This design comes from an exercise in tuning for small area on the open sky130 flow, not from production work.
Only simulation tests tie the RTL to the original design; equivalence was not proved.
The flow treats the clock pin as an ideal source, which a real chip does not have.
Power figures rest on the tool's default switching activity, not on a simulated workload.

**config.mk**
```make
export PLATFORM = sky130hd
export DESIGN_NAME = Pong_Top
export DESIGN_NICKNAME = Pong_Top
export VERILOG_FILES = /design/flow/design.v
export SDC_FILE = /design/flow/constraint.sdc
export NUM_CORES = 4
export LEC_CHECK = 0
export CAP_MARGIN = 20
export CORE_MARGIN = 2
export CORE_UTILIZATION = 40
export SLEW_MARGIN = 20
```
**constraint.sdc**
```tcl
create_clock -name core_clock -period 20.0 [get_ports {i_Clk}]
set_input_delay 4.0000 -clock core_clock [delete_from_list [all_inputs] [get_ports {i_Clk}]]
set_output_delay 4.0000 -clock core_clock [all_outputs]
set_load 0.01 [all_outputs]
```
**design.v**
```verilog
module Pong_Top
  #(parameter [16:0] BALL_AT  = 17'h0a8d7,   
    parameter [17:0] PAD_AT   = 18'h0de83,   
    parameter [17:0] PAD_OVER = 18'h1bd06)   
  (input  i_Clk,        
   input  i_Rst,        
   input i_Switch_1,
   input i_Switch_2,
   input i_Switch_3,
   input i_Switch_4,
   output o_VGA_HSync,
   output o_VGA_VSync,
   output [2:0] o_VGA_Red,
   output [2:0] o_VGA_Grn,
   output [2:0] o_VGA_Blu,
   output [3:0] o_Game_Test,
   output o_LED_1,
   output o_LED_2,
   output o_LED_3,
   output o_LED_4
   );
  wire [3:0] w_Switch = {i_Switch_4, i_Switch_3, i_Switch_2, i_Switch_1};
  reg  [3:0] r_Switch;
  reg  [3:0] r_Sig;
  reg  [3:0] r_LED;
  always @(posedge i_Clk)
    if (i_Rst)
      begin
        r_Switch <= 4'b0000;
        r_Sig    <= 4'b0000;
        r_LED    <= 4'b0000;
      end
    else
      begin
        r_Switch <= w_Switch;
        r_Sig    <= w_Switch & r_Switch;
        r_LED    <= r_LED ^ (w_Switch & r_Switch);
      end
  assign o_LED_1 = r_LED[0];
  assign o_LED_2 = r_LED[1];
  assign o_LED_3 = r_LED[2];
  assign o_LED_4 = r_LED[3];
  reg  [9:0] r_Col;
  reg  [9:0] r_Row;
  wire [9:0] w_Col_Inc = r_Col + 1'b1;
  wire [9:0] w_Row_Inc = r_Row + 1'b1;
  wire w_Col_End = &{r_Col[9:8], r_Col[4:0]};
  wire w_Row_End = r_Row[9] & r_Row[3] & r_Row[2];
  always @(posedge i_Clk)
    if (i_Rst)
      begin
        r_Col <= 10'd799;
        r_Row <= 10'd524;
      end
    else if (w_Col_End)
      begin
        r_Col <= 10'd0;
        r_Row <= w_Row_End ? 10'd0 : w_Row_Inc;
      end
    else
      r_Col <= w_Col_Inc;
  reg r_HSync, r_VSync;
  always @(posedge i_Clk)
    if (i_Rst)
      begin
        r_HSync <= 1'b0;
        r_VSync <= 1'b0;
      end
    else
      begin
        r_HSync <= !(r_Col >= 660 && r_Col <= 751);
        r_VSync <= !((r_Row == 490 && r_Col >= 2) || r_Row == 491 ||
                     (r_Row == 492 && r_Col < 2));
      end
  assign o_VGA_HSync = r_HSync;
  assign o_VGA_VSync = r_VSync;
  reg  [2:0] r_Start;
  wire w_Started = r_Start[2];
  always @(posedge i_Clk)
    if (i_Rst)
      r_Start <= 3'b000;
    else if (r_Start[2])
      r_Start <= {1'b1, r_Start[0], 1'b1};
    else if (r_Sig[0])
      r_Start <= r_Start[1] ? 3'b100 : {2'b00, 1'b1} << r_Start[0];
  assign o_Game_Test = {4{r_Start[1] & r_Start[2]}};
  reg  [6:0]  r_Left;       
  reg  [7:0]  r_Right;      
  reg  [17:0] r_LU, r_LD, r_RU, r_RD;
  wire w_LU_Go = r_Sig[0] && w_Started;
  wire w_LD_Go = r_Sig[1] && w_Started;
  wire w_RU_Go = r_Sig[2];
  wire w_RD_Go = r_Sig[3] && w_Started;
  wire w_LU_Move = w_LU_Go && r_LU == PAD_AT && r_Left >= 2;
  wire w_LD_Move = w_LD_Go && r_LD == PAD_AT && r_Left <= 106;
  wire w_RU_Move = w_RU_Go && r_RU == PAD_AT;
  wire w_RD_Move = w_RD_Go && r_RD == PAD_AT && r_Right <= 106;
  wire w_LU_Clr = i_Rst || (w_LU_Go && (w_LU_Move || r_LU == PAD_OVER));
  wire w_LD_Clr = i_Rst || (w_LD_Go && (w_LD_Move || r_LD == PAD_OVER));
  wire w_RU_Clr = i_Rst || (w_RU_Go && (w_RU_Move || r_RU == PAD_OVER));
  wire w_RD_Clr = i_Rst || (w_RD_Go && (w_RD_Move || r_RD == PAD_OVER));
  always @(posedge i_Clk)
    begin
      r_LU <= w_LU_Clr ? 18'd0 : w_LU_Go ? {r_LU[16:0], ~(r_LU[17] ^ r_LU[10])} : r_LU;
      r_LD <= w_LD_Clr ? 18'd0 : w_LD_Go ? {r_LD[16:0], ~(r_LD[17] ^ r_LD[10])} : r_LD;
      r_RU <= w_RU_Clr ? 18'd0 : w_RU_Go ? {r_RU[16:0], ~(r_RU[17] ^ r_RU[10])} : r_RU;
      r_RD <= w_RD_Clr ? 18'd0 : w_RD_Go ? {r_RD[16:0], ~(r_RD[17] ^ r_RD[10])} : r_RD;
    end
  wire w_L_En = w_LD_Move || w_LU_Move;
  wire w_R_En = w_RD_Move || w_RU_Move;
  wire [7:0] w_L_T, w_R_T;    
  assign w_L_T[0] = w_L_En;
  assign w_R_T[0] = w_R_En;
  genvar gi;
  generate
    for (gi = 0; gi < 7; gi = gi + 1) begin : g_lt
      assign w_L_T[gi+1] = w_L_T[gi] & (r_Left[gi] ~^ w_LD_Move);
    end
    for (gi = 0; gi < 7; gi = gi + 1) begin : g_rt
      assign w_R_T[gi+1] = w_R_T[gi] & (r_Right[gi] ~^ w_RD_Move);
    end
  endgenerate
  always @(posedge i_Clk)
    if (i_Rst)
      begin
        r_Left  <= 7'd25;
        r_Right <= 8'd105;
      end
    else
      begin
        r_Left  <= r_Left ^ w_L_T[6:0];
        r_Right <= r_Right ^ w_R_T[7:0];
      end
  reg  [16:0] r_Ball_Cnt;
  reg  [8:0]  r_BX;         
  reg  [8:0]  r_BY;
  reg         r_DX, r_DY;
  reg  [2:0]  r_T1, r_T2;
  wire w_Tick = r_Ball_Cnt == BALL_AT;
  always @(posedge i_Clk)
    r_Ball_Cnt <= (i_Rst || w_Tick) ? 17'd0 : {r_Ball_Cnt[15:0], ~(r_Ball_Cnt[16] ^ r_Ball_Cnt[13])};
  wire [7:0] w_KB = r_DX ? r_Right : {1'b0, r_Left};
  wire [8:0] w_EB = {2'b00, r_BY[8:2]} - {1'b0, w_KB};
  wire w_EB_Lo = w_EB[8:4] == 5'd0;
  wire w_Y5   = r_BY >= 5;
  wire w_InL  = w_EB_Lo && (w_EB[3:0] <= 12 || (w_EB[3:0] == 13 && !r_BY[1]));
  wire w_InR  = w_EB_Lo && ((w_EB[3:0] >= 1 && w_EB[3:0] <= 13) || (w_EB[3:0] == 0 && r_BY[1]));
  wire w_Top  = r_BY == 1;
  wire w_Bot  = r_BY == 479;
  wire w_Hit  = w_Y5 && (r_DX ? (r_DY ? ((r_BX == 254 || r_BX == 255) && !w_Bot && w_InR)
                                      : (r_BX == 255 && w_InR))
                              : (r_BX == 14 && w_InL && !(r_DY && w_Bot)));
  wire w_Wall = r_DY ? w_Bot : w_Top;
  wire w_DX_N = r_DX ^ w_Hit;
  wire w_DY_N = r_DY ^ (!w_Hit && w_Wall);
  wire w_Score_2 = r_BX == 0;       
  wire w_Score_1 = r_BX == 320;     
  wire w_Score   = w_Score_2 || w_Score_1;
  wire w_Step    = w_Tick && !w_Score;
  wire w_Restart = i_Rst || (w_Tick && w_Score);
  wire [8:0] w_X_T, w_Y_T;
  assign w_X_T[0] = w_Step;
  assign w_Y_T[0] = w_Step;
  generate
    for (gi = 0; gi < 8; gi = gi + 1) begin : g_bt
      assign w_X_T[gi+1] = w_X_T[gi] & (r_BX[gi] ~^ w_DX_N);
      assign w_Y_T[gi+1] = w_Y_T[gi] & (r_BY[gi] ~^ w_DY_N);
    end
  endgenerate
  always @(posedge i_Clk)
    if (w_Restart)
      begin
        r_BX <= 9'd160;
        r_BY <= 9'd240;
      end
    else
      begin
        r_BX <= r_BX ^ w_X_T;
        r_BY <= r_BY ^ w_Y_T;
      end
  always @(posedge i_Clk)
    if (i_Rst)
      begin
        r_DX <= 1'b1;
        r_DY <= 1'b1;
        r_T1 <= 3'd0;
        r_T2 <= 3'd0;
      end
    else if (w_Tick)
      begin
        if (w_Score_2)
          begin
            r_T2 <= r_T2[2] ? 3'd0 : r_T2 + 1'b1;
            if (r_T2[2])
              r_T1 <= 3'd0;
            r_DX <= 1'b0;
            r_DY <= 1'b0;
          end
        else if (w_Score_1)
          begin
            r_T1 <= r_T1[2] ? 3'd0 : r_T1 + 1'b1;
            if (r_T1[2])
              r_T2 <= 3'd0;
            r_DX <= 1'b1;
            r_DY <= 1'b0;
          end
        else
          begin
            r_DX <= w_DX_N;
            r_DY <= w_DY_N;
          end
      end
  wire w_Sel_R = r_Col[9] | r_Col[8];
  wire [7:0] w_KP = w_Sel_R ? r_Right : {1'b0, r_Left};
  wire [8:0] w_EP = {1'b0, r_Row[9:2]} - {1'b0, w_KP};
  wire [3:0] w_EP4 = w_EP[3:0];
  wire w_EP_Lo = w_EP[8:4] == 5'd0;
  wire w_VL = w_EP_Lo && ((w_EP4 >= 2 && w_EP4 <= 12) || (w_EP4 == 1 && r_Row[1:0] != 0) ||
                          (w_EP4 == 13 && !r_Row[1]));
  wire w_VR = w_EP_Lo && ((w_EP4 >= 2 && w_EP4 <= 13) || (w_EP4 == 1 && r_Row[1:0] == 3));
  wire w_Pad_L = r_Col >= 17  && r_Col <= 27  && w_VL;
  wire w_Pad_R = r_Col >= 509 && r_Col <= 519 && w_VR;
  wire w_Ball_C = (r_Col[9:1] == r_BX) || (r_Col[0] && w_Col_Inc[9:1] == r_BX);
  wire [10:0] w_DYB = {1'b0, w_Row_Inc} - {2'b00, r_BY};
  wire w_Ball_R = w_DYB[10:2] == 9'd0 && w_DYB[1:0] != 2'd3;
  wire w_Ball = w_Ball_C && w_Ball_R;
  wire w_Tally_Row = r_Row >= 10 && r_Row <= 20;
  wire w_Tally =
    w_Tally_Row &&
    ((|r_T1 && r_Col >= 100 && r_Col <= 102) ||
     ((r_T1[2] | r_T1[1]) && r_Col >= 105 && r_Col <= 107) ||
     ((r_T1[2] | (r_T1[1] & r_T1[0])) && r_Col >= 110 && r_Col <= 112) ||
     (r_T1[2] && r_Col >= 115 && r_Col <= 117) ||
     (|r_T2 && r_Col >= 400 && r_Col <= 402) ||
     ((r_T2[2] | r_T2[1]) && r_Col >= 405 && r_Col <= 407) ||
     ((r_T2[2] | (r_T2[1] & r_T2[0])) && r_Col >= 410 && r_Col <= 412) ||
     (r_T2[2] && r_Col >= 415 && r_Col <= 417));
  wire w_Pixel = w_Pad_L || w_Pad_R || w_Ball || w_Tally;
  reg [2:0] r_Video;
  always @(posedge i_Clk)
    if (i_Rst)
      r_Video <= 3'b000;
    else
      r_Video <= {r_Video[1:0], w_Started && w_Pixel};
  assign o_VGA_Red = {3{r_Video[2]}};
  assign o_VGA_Grn = {3{r_Video[2]}};
  assign o_VGA_Blu = {3{r_Video[2]}};
endmodule
```
**flow/run.sh**
```bash
#!/bin/bash
# Own layout flow: the standard synthesis, then its combinational logic
# mapped again for area with ABC (the registers stay exactly as the standard
# synthesis made them), then the standard layout steps with a clock tree
# of smaller buffers. Each tool's output goes to a log file in this folder.
set -euo pipefail
W=$PWD
P=${FLOW_PLATFORM:-sky130hd}
R=$W/orfs/results/$P/Pong_Top/base
L=$W/orfs/logs/$P/Pong_Top/base
YOSYS=$FLOW_HOME/../tools/install/yosys/bin/yosys
LIB=$FLOW_HOME/platforms/$P/lib/sky130_fd_sc_hd__tt_025C_1v80.lib

# 1. the standard synthesis
bash standard.sh synth > log_std_synth.txt 2>&1
cp "$R/1_2_yosys.v" std_1_2_yosys.v

# 2. combinational cell models from the liberty file
"$YOSYS" -q -l log_cells.txt -p "read_liberty -ignore_miss_func $LIB; write_verilog -noattr cells_all.v"
python3 flow/combcells.py cells_all.v cells_comb.v > log_combcells.txt 2>&1

# 3. map the combinational logic again, keeping the cells the platform marks
#    don't-use out as the standard synthesis does
DU=$(grep -o -- '-dont_use [A-Za-z0-9_]*' "$L/1_2_yosys.log" | sort -u | tr '\n' ' ')
for S in 0 1 2 3; do
  sed "s/@SEED@/$S/" flow/abc_area.script > abc_$S.script
  cat > resyn_$S.ys <<EOS
read_liberty -lib $LIB
read_verilog -sv std_1_2_yosys.v
hierarchy -top $FLOW_TOP
tee -o resyn_before.txt stat -liberty $LIB
techmap -map cells_comb.v
techmap
opt -purge
abc -liberty $LIB -script $W/abc_$S.script $DU
opt_clean
setundef -zero
hilomap -singleton -hicell sky130_fd_sc_hd__conb_1 HI -locell sky130_fd_sc_hd__conb_1 LO
insbuf -buf sky130_fd_sc_hd__buf_4 A X
splitnets
opt_clean -purge
check -assert -mapped
tee -o resyn_after_$S.txt stat -liberty $LIB
write_verilog -noattr -nohex -nodec resyn_$S.v
EOS
  "$YOSYS" -l log_resyn_$S.txt -s resyn_$S.ys > /dev/null &
done
wait
# keep the smallest of the four seeds' netlists
BEST=$(for S in 0 1 2 3; do
  a=$(grep -o "Chip area for module .*: [0-9.]*" resyn_after_$S.txt 2>/dev/null | awk "{print \$NF}" || true); [ -n "$a" ] || a=1e9
  echo "$a $S"
done | sort -g | head -1 | awk '{print $2}')
echo "seed $BEST" > resyn_choice.txt
cp resyn_$BEST.v "$R/1_2_yosys.v"
touch "$R/1_2_yosys.v"

# 4. the standard layout from the new netlist on: the clock tree and the
#    port buffers use smaller cells, and the clock tree has no dummy loads
export CTS_ARGS="-sink_clustering_enable -repair_clock_nets -buf_list sky130_fd_sc_hd__clkbuf_8 -dont_use_dummy_load"
export BUFFER_PORTS_ARGS="-buffer_cell sky130_fd_sc_hd__buf_1"
bash standard.sh cts > log_std_to_cts.txt 2>&1

# 5. each leaf clock buffer gets the smallest size that keeps its flip-flops'
#    clock slew low, then the standard layout runs on to the end
CTS_DB="$R/4_cts.odb" CTS_SDC="$R/4_cts.sdc" \
  openroad -no_init -exit flow/clk_resize.tcl > log_clk_resize.txt 2>&1
bash standard.sh > log_std_layout.txt 2>&1
```
**flow/abc_area.script**
```
&get -n
&st
&syn2
&dch
&nf
&st
&deepsyn -T 150 -S @SEED@
&put
dch -f
amap -F 10 -A 30 -C 1000
```
**flow/clk_resize.tcl**
```tcl
set lib_dir $::env(FLOW_HOME)/platforms/$::env(FLOW_PLATFORM)/lib
read_liberty $lib_dir/sky130_fd_sc_hd__tt_025C_1v80.lib
read_db $::env(CTS_DB)
read_sdc $::env(CTS_SDC)
source $::env(FLOW_HOME)/platforms/$::env(FLOW_PLATFORM)/setRC.tcl
estimate_parasitics -placement
set limit 0.118
proc leaf_slew { inst } {
  set opin [get_pins -of_objects $inst -filter "direction == output"]
  set net [get_nets -of_objects $opin]
  set w 0
  set ff 0
  foreach p [get_pins -of_objects $net -filter "direction == input"] {
    if { [string match "*df*" [get_property [get_cells -of_objects $p] ref_name]] } { incr ff }
    set s [get_property $p slew_max]
    if { $s > $w } { set w $s }
  }
  return [list $ff $w]
}
foreach inst [get_cells clkbuf_*] {
  set m [get_property $inst ref_name]
  if { ![string match "*clkbuf_8" $m] } { continue }
  lassign [leaf_slew $inst] ff w
  if { $ff == 0 } { continue }
  set done 0
  foreach cand {sky130_fd_sc_hd__clkbuf_2 sky130_fd_sc_hd__clkbuf_4} {
    replace_cell $inst $cand
    estimate_parasitics -placement
    lassign [leaf_slew $inst] ff w2
    if { $w2 <= $limit } {
      puts "[get_full_name $inst]: $m -> $cand, $ff sinks, slew [format %.3f $w] -> [format %.3f $w2]"
      set done 1
      break
    }
  }
  if { !$done } {
    replace_cell $inst $m
    estimate_parasitics -placement
    puts "[get_full_name $inst]: kept $m, $ff sinks, slew [format %.3f $w]"
  }
}
check_placement -verbose
write_db $::env(CTS_DB)
```
**flow/combcells.py**
```python
#!/usr/bin/env python3
"""Keep only the combinational cell models from a Yosys dump of the liberty
file (write_verilog of read_liberty), for techmapping the standard
synthesis's gates back to generic logic. Flip-flops and latches stay cells."""
import re, sys
src = open(sys.argv[1]).read()
keep = []
for body, name in re.findall(r'(module (\S+)\(.*?endmodule\n)', src, re.S):
    if 'always' in body or ' reg ' in body:
        continue
    keep.append(body)
open(sys.argv[2], 'w').write('\n'.join(keep))
print(len(keep), 'combinational cell models')
```
**standard.sh**
```bash
#!/bin/bash
# synth_recipe.tcl (not shown) runs the flow's synth.tcl, then flattens the netlist and writes it again
# the make line also repeats each setting of config.mk as NAME=value (left out here)
make -C /OpenROAD-flow-scripts/flow DESIGN_CONFIG=/design/flow/config.mk WORK_HOME=/design/flow/orfs CLKGATE_MAP_FILE= SYNTH_SCRIPT=/design/flow/synth_recipe.tcl "${@:-finish}"
```
==> flow_summary.yaml, run 1 <==
power:
  leakagePower_nw: 2.58
  finalPower_uw: 566
  peakVddDrop_v: 0.0000383
  powerDensity_nw_per_um2: 69.2
global_routing:
  gr-total-overflow: 0
  grt_max_degree: 49
  grtUsageTotal_pct: 19.2
  grt_pass1_vias: 6310
  grt_pass1_wl_um: 31600
  antenna_found_initial: 0
critical_path:
  crit_start: "i_Rst"
  critical_path_class: "input port to flop"
  worstPathArrival_ns: 6.23
  endpoint_kind: "flop"
  cp.required_ns: 20.36
  reg2reg_depth: 17
  critPathMaxFanout: 48
  r2r_end: "r_BX[7]$_SDFF_PP1_"
  timing.rr.start: "r_DX$_SDFFE_PP1P_"
  cp-start-kind: "input port"
  crit_end: "r_T1[2]$_SDFFE_PP0P_"
  regToRegSetupSlack_ns: 15.05
sta:
  worst_pin_slew_ns: 0.912
  fmax_mhz: 170
  rsz0062_at_grt: "false"
  finalHoldViolations: 0
  slew_headroom_pct: 38.7
  setup_violations: 0
  finClkSkew_ns: 0.0359
  min_period_ns: 5.87
  fin_crit_sh_pct: 29.3
  drv_slew: 0
  fin_tns_setup_ns: 0
layout:
  diodes: 0
  drive_gt1_share_pct: 2.47
  multi_input_area_um2: 3520
  final_nets: 1022
  ff_latch_area_um2: 3400
  syn2layout_area_growth_pct: 6.83
  fillers: 1917
min_path:
  holdPathStages: 2
  hold_class: "flop to flop"
die:
  die_y_um: 142
  core_area_um2: 18800
  io_pins: 25
  die_width_um: 142
  rows: 50
  dieArea_um2: 20300
  start_util_pct: 40.8
cts:
  clk_pin_slew_ns: 0.10
  htreeDepth: 4
  clockRootBuffer: "clkbuf_8"
  clk_latency_ns: 0.46
  ctsHoldBuffers: 0
  cts_tree: "built"
  clock_path_buffers: 2
  cts_resized: 0
  post_cts_buffers: 0
  numCtsBuffers: 17
  clock-sinks: 170
placement:
  portBuffers: 24
  place.gp.congestion: 0.921
  dp_hpwl_um: 14000
logic_synthesis:
  avgSynthCellArea_um2: 7.82
  yosysWarningCount: 1
  syn_nets: 985
  syn-instance-count: 979
  synth_area_um2: 7660
drt:
  wl_per_cell_um: 15.4
  drc: 0
  ant_nets: 0
  finalWirelength_um: 19200
  drt_iter0_markers: 402
  via_per_inst: 5.75
  vias: 7175
  drt-pass1-iter-count: 5
run_status:
  status: "timing/DRC/antenna clean"
run:
  max-cap-violations: 0
[registers in the layout, summed over array words and instances (netlist names)]
name,cells
r_BX,9
r_BY,9
r_Ball_Cnt,17
r_Col,10
r_DX,1
r_DY,1
r_HSync,1
r_LD,18
r_LED,4
r_LU,18
r_Left,7
r_RD,18
r_RU,18
r_Right,8
r_Row,10
r_Sig,4
r_Start,3
r_Switch,4
r_T1,3
r_T2,3
r_VSync,1
r_Video,3
[area by class of cell]
| cell class | instances | area share (%) |
|---|---|---|
| multi-input cells | 627 | 43.1 |
| flip-flops and latches | 170 | 41.6 |
| inverters | 169 | 7.75 |
| well taps | 234 | 3.58 |
| clock buffers | 17 | 2.25 |
| repair buffers | 31 | 1.76 |
[critical path: stages]
cell	delay, ns
clkbuf_2	0.07
buf_4	0.43
clkinv_1	0.55
o21ai_0	0.27
clkinv_1	0.27
nor2_1	0.24
nand2_1	0.10
o32ai_1	0.23
[where the power goes]
group / switching, mW / total (mW) / leakage (nW) / internal [mW]
Sequential: 0.00850 / 0.353 / 1.38 / 0.344
Clock: 0.104 / 0.163 / 0.102 / 0.0586
Combinational: 0.0339 / 0.0500 / 1.10 / 0.0161
[per-stage QoR]
stage / cells / instance area (um^2) / setup WS, ns / util (%) / hold WS [ns]
after floorplan: 979 / 7660 / 14.05 / - / 0.398
after global placement: 1231 / 8000 / 13.80 / 42.6 / 0.409
after detailed placement: 1231 / 8000 / 13.75 / 42.6 / 0.413
after CTS: 1248 / 8230 / 14.18 / 43.9 / 0.423
after global routing: 1248 / 8180 / 13.96 / 43.6 / 0.445
final: 1248 / 8180 / 14.13 / 43.6 / 0.423
[routing by layer]
metal  global-route usage (%)  share of wire (%)  vias to the layer above  routed length [um]
met2                     30.2                 45                      163                8610
met4                     4.95                1.4                        0                 274
met1                     26.6                 49                     3300                9400
li1                         -                  -                     3690                   -
met3                     4.31                4.6                       22                 891
met5                        0                  0                        -                   0
[cells in the final DEF, fill, tap and decap left out, drive strengths merged, types with 18 or more instances in the layout]
master / instances
nand4: 26
clkbuf: 18
o21ai: 68
clkinv: 169
nor3: 29
nand2: 55
buf: 30
nor4: 20
a21oi: 60
nor2: 103
dfxtp: 170
o22ai: 109
nand3: 22
[worst min path at each step]
stage / from / endpoint
final: r_Ball_Cnt[14]$_SDFF_PP0_ / r_Ball_Cnt[15]$_SDFF_PP0_
after global placement: r_Ball_Cnt[9]$_SDFF_PP0_ / r_Ball_Cnt[10]$_SDFF_PP0_
after detailed placement: r_Ball_Cnt[14]$_SDFF_PP0_ / r_Ball_Cnt[15]$_SDFF_PP0_
after global routing: r_Ball_Cnt[14]$_SDFF_PP0_ / r_Ball_Cnt[15]$_SDFF_PP0_
after CTS: r_Ball_Cnt[8]$_SDFF_PP0_ / r_Ball_Cnt[9]$_SDFF_PP0_
after floorplan: r_Ball_Cnt[8]$_SDFF_PP0_ / r_Ball_Cnt[9]$_SDFF_PP0_
==> inputs of run 2 (changes only) <==
--- a/flow/run.sh
+++ b/flow/run.sh
@@ -22,7 +22,7 @@
 # 3. map the combinational logic again, keeping the cells the platform marks
 #    don't-use out as the standard synthesis does
 DU=$(grep -o -- '-dont_use [A-Za-z0-9_]*' "$L/1_2_yosys.log" | sort -u | tr '\n' ' ')
-for S in 0 1 2 3; do
+for S in 0 1 2 3 4 5 6 7; do
   sed "s/@SEED@/$S/" flow/abc_area.script > abc_$S.script
   cat > resyn_$S.ys <<EOS
 read_liberty -lib $LIB
@@ -44,10 +44,11 @@
 write_verilog -noattr -nohex -nodec resyn_$S.v
 EOS
   "$YOSYS" -l log_resyn_$S.txt -s resyn_$S.ys > /dev/null &
+  if [ "$S" = 3 ]; then wait; fi
 done
 wait
-# keep the smallest of the four seeds' netlists
-BEST=$(for S in 0 1 2 3; do
+# keep the smallest of the eight seeds' netlists
+BEST=$(for S in 0 1 2 3 4 5 6 7; do
   a=$(grep -o "Chip area for module .*: [0-9.]*" resyn_after_$S.txt 2>/dev/null | awk "{print \$NF}" || true); [ -n "$a" ] || a=1e9
   echo "$a $S"
 done | sort -g | head -1 | awk '{print $2}')
==> flow/abc_area.script (replaced) <==
&get -n
&st
&syn2
&dch
&nf
&st
&deepsyn -T 90 -S @SEED@
&put
dch -f
amap -F 10 -A 30 -C 1000
==> run 2 against run 1 <==
  * Still clean on timing, DRC and antenna
  * Sequential power about the same
  * Design area stayed put
  * Final cell count did not move
  * Total power unchanged
  * Setup slack did not move
  * Flip-flop and latch count unchanged
  * Hold slack unchanged
  * Clock power barely moved
  * Largest power group unchanged
==> flow_summary.yaml, run 2 <==
cts:
  clock-sinks: 170
  clk_latency_ns: 0.46
  numCtsBuffers: 17
  ctsHoldBuffers: 0
  clockRootBuffer: "clkbuf_8"
  cts_tree: "built"
  clock_path_buffers: 2
  clk_pin_slew_ns: 0.10
  post_cts_buffers: 0
  htreeDepth: 4
  cts_resized: 0
sta:
  drv_slew: 0
  slew_headroom_pct: 38.7
  fin_crit_sh_pct: 29.3
  finalHoldViolations: 0
  setup_violations: 0
  finClkSkew_ns: 0.0359
  fin_tns_setup_ns: 0
  fmax_mhz: 170
  rsz0062_at_grt: "false"
  worst_pin_slew_ns: 0.912
  min_period_ns: 5.87
logic_synthesis:
  syn-instance-count: 979
  yosysWarningCount: 1
  synth_area_um2: 7660
  syn_nets: 985
  avgSynthCellArea_um2: 7.82
run_status:
  status: "timing/DRC/antenna clean"
placement:
  place.gp.congestion: 0.921
  dp_hpwl_um: 14000
  portBuffers: 24
run:
  max-cap-violations: 0
critical_path:
  critPathMaxFanout: 48
  cp-start-kind: "input port"
  path_cells: "clkbuf_2, buf_4, clkinv_1, o21ai_0, clkinv_1, nor2_1, nand2_1, o32ai_1"
  slowest_stage: "clkinv_1"
  critPathTopFamily: "buffers and inverters"
  endpoint_kind: "flop"
  cp_num_buf_inv: 4
  worstPathArrival_ns: 6.23
  cp.required_ns: 20.36
  crit_top_cell: "clkinv_1"
  slowest_delay_ns: 0.55
  critical_path_class: "input port to flop"
layout:
  syn2layout_area_growth_pct: 6.83
  diodes: 0
  final_core_util_pct: 43.6
  final_cell_mix: "170 x dfxtp_1, 169 x clkinv_1, 109 x o22ai_1, 103 x nor2_1, 68 x o21ai_0"
  fillers: 1917
  drive_gt1_share_pct: 2.47
  final_nets: 1022
  final_common_cell: "dfxtp_1"
global_routing:
  grtUsageTotal_pct: 19.2
  antenna_found_initial: 0
  grt_max_degree: 49
  grt_pass1_wl_um: 31600
  grt_pass1_vias: 6310
  gr-total-overflow: 0
drt:
  drc: 0
  ant_nets: 0
  drt_iter0_markers: 402
  via_per_inst: 5.75
  wl_per_cell_um: 15.4
  drt-pass1-iter-count: 5
  vias: 7175
  finalWirelength_um: 19200
die:
  dieArea_um2: 20300
  start_util_pct: 40.8
  core_area_um2: 18800
  die_y_um: 142
  rows: 50
  die_width_um: 142
  io_pins: 25
power:
  peakVddDrop_v: 0.0000383
  leakagePower_nw: 2.58
  powerDensity_nw_per_um2: 69.2
  finalPower_uw: 566
min_path:
  hold_class: "flop to flop"
==> run 2: power breakdown <==
group	internal (mW)	switching (mW)
logic	0.0161	0.0339
clock network	0.0586	0.104
registers	0.344	0.00850
==> run 2: path summary, 6_finish.rpt <==
check,startpoint,endpoint,slack (ns),cells after the start
hold reg to reg,r_Ball_Cnt[14]$_SDFF_PP0_,r_Ball_Cnt[15]$_SDFF_PP0_,0.42,2
hold / removal,r_Ball_Cnt[14]$_SDFF_PP0_,r_Ball_Cnt[15]$_SDFF_PP0_,0.42,2
setup / recovery,i_Rst,r_T1[2]$_SDFFE_PP0P_,14.13,8
setup reg to reg,r_DX$_SDFFE_PP1P_,r_BX[7]$_SDFF_PP1_,15.05,17
==> run 2: area by class of cell <==
type                       instances  area (um^2)  area share, %
inverter                         169          634           7.75
sequential                       170         3400           41.6
multi-input combinational        627         3520           43.1
timing repair buffer              31          144           1.76
clock buffer                      17          184           2.25
tap                              234          293           3.58
==> run 2: routing by layer <==
metal | track usage, % | share of wire [%] | wire (um)
met5 | 0 | 0 | 0
met4 | 4.95 | 1.4 | 274
met3 | 4.31 | 4.6 | 891
met2 | 30.2 | 45 | 8610
met1 | 26.6 | 49 | 9400
==> run 2: stage by stage <==
step           hold WS (ns)  worst slack, ns  instance area [um^2]  cells
6_report              0.423            14.13                  8180   1248
5_1_grt               0.445            13.96                  8180   1248
4_1_cts               0.423            14.18                  8230   1248
3_5_place_dp          0.413            13.75                  8000   1231
3_3_place_gp          0.409            13.80                  8000   1231
2_1_floorplan         0.398            14.05                  7660    979
==> run 2: worst min-delay path, stage by stage, from the launching register on <==
cell and delay [ns]:
dfxtp_1 0.30, clkinv_1 0.05, nor2_1 0.04

==> re-timing with driven ports <==
The results above use ideal ports. As a check the final layouts listed here were re-extracted and re-timed, cells and wires unchanged. Step 1: set_driving_cell puts a clkbuf_16 on i_Clk and a buf_2 on each other input, an assumption about the parent block. Step 2, shift: input delay + t, output delay - t, t = (earliest + latest rising clock arrival at the registers) / 2. This alone moves slack from input paths to output paths. a / b / c = ideal / step 1 / step 2; a / b = the first two.
run	t (ns)	setup slack, ns	worst hold slack (ns)	worst setup path after step 2
run 1	0.478	14.132 / 14.149 / 13.672	0.423 / 0.423 / 0.423	input to register
run 2	0.478	14.132 / 14.149 / 13.672	0.423 / 0.423 / 0.423	input to register
After both steps setup and hold are still met in every run listed.
